Context: an optimization exercise on an open-source flow, tuned for a short achievable clock period and few clock cycles. The choices shown serve that exercise and are no tape-out recipe.
The RTL was checked by simulation tests, not by an equivalence proof against the original design.

## cpu
module cpu (
    input             clk,
    input             reset,
    output     [31:0] iaddr,
    input      [31:0] idata,
    output     [31:0] daddr,
    input      [31:0] drdata,
    output     [31:0] dwdata,
    output     [3:0]  dwe
);
==> flow/config.mk <==
export PLATFORM = sky130hd
export DESIGN_NAME = cpu
export DESIGN_NICKNAME = cpu
export VERILOG_FILES = /design/flow/design.v
export SDC_FILE = /design/flow/constraint.sdc
export NUM_CORES = 4
export LEC_CHECK = 0
export CAP_MARGIN = 20
export CORE_MARGIN = 2
export CORE_UTILIZATION = 55
export SETUP_SLACK_MARGIN = 5
export SLEW_MARGIN = 20
==> flow/constraint.sdc <==
create_clock -name core_clock -period 12.0 [get_ports {clk}]
set_input_delay 2.4000 -clock core_clock [delete_from_list [all_inputs] [get_ports {clk}]]
set_output_delay 2.4000 -clock core_clock [all_outputs]
set_load 0.01 [all_outputs]
standard.sh (not shown) runs the stock make flow with config.mk's settings and CLKGATE_MAP_FILE= SYNTH_SCRIPT=/design/flow/synth_recipe.tcl, a recipe that flattens the netlist after the stock synthesis.
==> flow/flow/run.sh <==
#!/bin/bash
set -uo pipefail
cd "$(dirname "$0")/.."
EXTRA=$(cat flow/extra_vars.txt)
bash standard.sh $EXTRA finish > flow_make.log 2>&1
status=$?
echo "standard.sh exit $status" >> flow_make.log
exit $status
==> flow/flow/extra_vars.txt <==
SETUP_SLACK_MARGIN=9
Testbench counts at the start, summed over its fixed seeds: cycles 126,231.
Next try:
--- a/flow/design.v
+++ b/flow/design.v
@@ -5,13 +5,13 @@
     input      [31:0] idata,
     output     [31:0] daddr,
     input      [31:0] drdata,
     output     [31:0] dwdata,
     output     [3:0]  dwe
 );
-    parameter LATE = 1;              
+    parameter LATE = 0;              
     parameter DRED = 1;              
     localparam BI = 5;               
     localparam BT = 7;               
     localparam BW = 12;              
     localparam BN = 1 << BI;
     reg         rst_q;               
@@ -20,12 +20,13 @@
     reg  [31:0] d_ir;
     reg  [29:0] d_pc, d_pc4, d_pnpc;
     reg         d_pt, d_hit;
     reg  [1:0]  d_ctr;
     reg         e_v;
     reg  [31:0] e_a, e_b, e_g, e_aimm;    
+    reg  [31:0] e_ca, e_cb;          
     reg  [9:0]  e_aluop;
     reg  [29:0] e_tgt, e_pc4, e_pc, e_pnpc;
     reg         e_pt, e_br, e_jal, e_jalr, e_load, e_store, e_rw;
     reg  [2:0]  e_f3;
     reg  [4:0]  e_rd;
     reg         e_hit;
@@ -70,15 +71,13 @@
     wire [1:0]    f_ctr  = btb_ctr[f_idx];
     wire          f_pt   = f_hit && f_ctr[1];
     wire [29:0]   f_pc4  = pc_f + 30'd1;
     wire [29:0]   f_pnpc = f_pt ? {pc_f[29:BW], btb_tgt[f_idx]} : f_pc4;
     always @(posedge clk) begin
         if (reset)         pc_f <= 30'd0;
-        else if (redirect) pc_f <= rpc;
-        else if (d_redir)  pc_f <= d_tgt[31:2];
-        else if (!stall)   pc_f <= f_pnpc;
+        else               pc_f <= e_taken ? nx_t : nx_n;
     end
     wire          f_isjal = idata[6:0] == 7'b1101111;
     wire          f_isbr  = idata[6:0] == 7'b1100011;
     wire [31:0]   f_timm  = f_isjal ? {{11{idata[31]}}, idata[31], idata[19:12], idata[20], idata[30:21], 1'b0} :
                             f_isbr  ? {{19{idata[31]}}, idata[31], idata[7], idata[30:25], idata[11:8], 1'b0} :
                                       {idata[31:12], 12'd0};
@@ -127,23 +126,26 @@
     wire d_fb_w = m_v && m_rw && m_rd != 5'd0 && m_rd == d_rs2;
     wire [31:0] d_v1 = d_fa_m ? e_y : d_fa_w ? m_wb : d_rv1;
     wire [31:0] d_v2 = d_fb_m ? e_y : d_fb_w ? m_wb : d_rv2;
     assign stall = d_v && e_v && e_load && e_rd != 5'd0 &&
                    ((uses_rs1 && d_rs1 == e_rd) || (uses_rs2 && d_rs2 == e_rd));
     assign d_tgt   = {d_pc, 2'b00} + d_timm;
+    wire [31:0] d_auipc = {d_pc[29:10] + d_timm[31:12], d_pc[9:0], 2'b00};
     assign d_redir = (DRED != 0) && d_v && !d_pt && !stall && d_back;
     wire        d_bsrc_reg = is_op | is_br | is_store;
     wire        d_zero_a = is_lui | is_auipc | is_jal | is_jalr;
     wire [31:0] d_bconst = is_opimm ? imm_i :
                            is_lui   ? imm_u :
-                           is_auipc ? d_tgt : {d_pc4, 2'b00};
+                           is_auipc ? d_auipc : {d_pc4, 2'b00};
     always @(posedge clk) begin
         if (rst_q || redirect || stall) e_v <= 1'b0;
         else                            e_v <= d_v;
         e_a      <= d_zero_a ? 32'd0 : d_v1;
         e_g      <= d_v1;
+        e_ca     <= is_br ? d_v1 : 32'd0;
+        e_cb     <= is_br ? d_v2 : 32'd0;
         e_b      <= d_bsrc_reg ? d_v2 : d_bconst;
         e_aimm   <= is_store ? imm_s : imm_i;
         e_aluop  <= d_aluop;
         e_tgt    <= d_tgt[31:2];
         e_pc4    <= d_pc4;
         e_pc     <= d_pc;
@@ -165,17 +167,25 @@
     wire [31:0] G = e_g;
     wire eq  = A == B;
     wire lt  = $signed(A) < $signed(B);
     wire ltu = A < B;
     alu32 alu (.op(e_aluop), .a(A), .b(B), .lt(lt), .ltu(ltu), .y(e_y));
     wire [31:0] e_agen = G + e_aimm;
-    wire e_cond  = e_f3[2] ? ((e_f3[1] ? ltu : lt) ^ e_f3[0]) : (eq ^ e_f3[0]);
+    wire c_eq  = e_ca == e_cb;
+    wire c_lt  = $signed(e_ca) < $signed(e_cb);
+    wire c_ltu = e_ca < e_cb;
+    wire e_cond  = e_f3[2] ? ((e_f3[1] ? c_ltu : c_lt) ^ e_f3[0]) : (c_eq ^ e_f3[0]);
     wire e_taken = e_jal || (e_br && e_cond);
     wire e_tok   = e_pt && e_pnpc == e_tgt;
     wire e_mis   = e_v && (e_jalr || (e_taken ? !e_tok : e_pt));
     wire [29:0] e_rpc = e_jalr ? e_agen[31:2] : e_taken ? e_tgt : e_pc4;
+    wire [29:0] nx_nrm = d_redir ? d_tgt[31:2] : stall ? pc_f : f_pnpc;
+    wire        mis_t  = e_v && !e_tok;
+    wire        mis_n  = e_v && (e_jalr || e_pt);
+    wire [29:0] nx_t   = mis_t ? e_tgt : nx_nrm;
+    wire [29:0] nx_n   = !mis_n ? nx_nrm : e_jalr ? e_agen[31:2] : e_pc4;
     wire e_kill = (LATE != 0) && m_redir;
     assign redirect = (LATE != 0) ? m_redir : e_mis;
     wire [29:0] m_rpc = m_jalr ? daddr_r[31:2] : m_taken ? m_tgt : m_pc4;
     assign rpc      = (LATE != 0) ? m_rpc   : e_rpc;
     wire [1:0] ea = e_agen[1:0];
     wire lb = e_f3[1:0] == 2'b00;
What happened: Setup slack gets worse by 0.15 ns; final cell count grows by a few percent; utilization stays flat; via count goes up by a few percent; final area grows by a few percent; die area is higher slightly; routed wire length went up by a few percent; worst hold slack gets better by 0.0032 ns; synthesized area came out higher slightly; flip-flop and latch count went up by 8; sequential share of layout area is lower by 1.1 points; maximum frequency goes down by a few percent; global-route usage is higher by 1.2 points; clock-buffer cell count shrinks by 11.
Testbench counts after the change, summed over its fixed seeds: cycles 124,474.

[static timing again, ports no longer ideal]
No port has a modelled driver above. Below, the same layouts with a new extraction and two added sets of constraints.
Step 1: set_driving_cell puts a clkbuf_16 on clk and a buf_2 on each other input, an assumption about the parent block.
Step 2 times the ports against the registers' clock, not the clock port: input delays grow and output delays shrink by t, the midpoint of the rising clock arrivals with the driver on.
Three values: ideal ports, drivers, drivers and shift; two values: the first two.
run	shift t [ns]	setup WS [ns]	worst setup path after step 2	slew at the worst register clock pin (ns)
the first run	0.957	8.142 / 8.056 / 7.540	input to register	0.08 / 0.08
the second run	0.980	7.987 / 7.895 / 7.381	input to register	0.07 / 0.07
After both steps setup and hold are still met in every run listed. The setup slack of the second run, which loses most, moves by -0.092 ns with the drivers and by -0.606 ns with both steps.
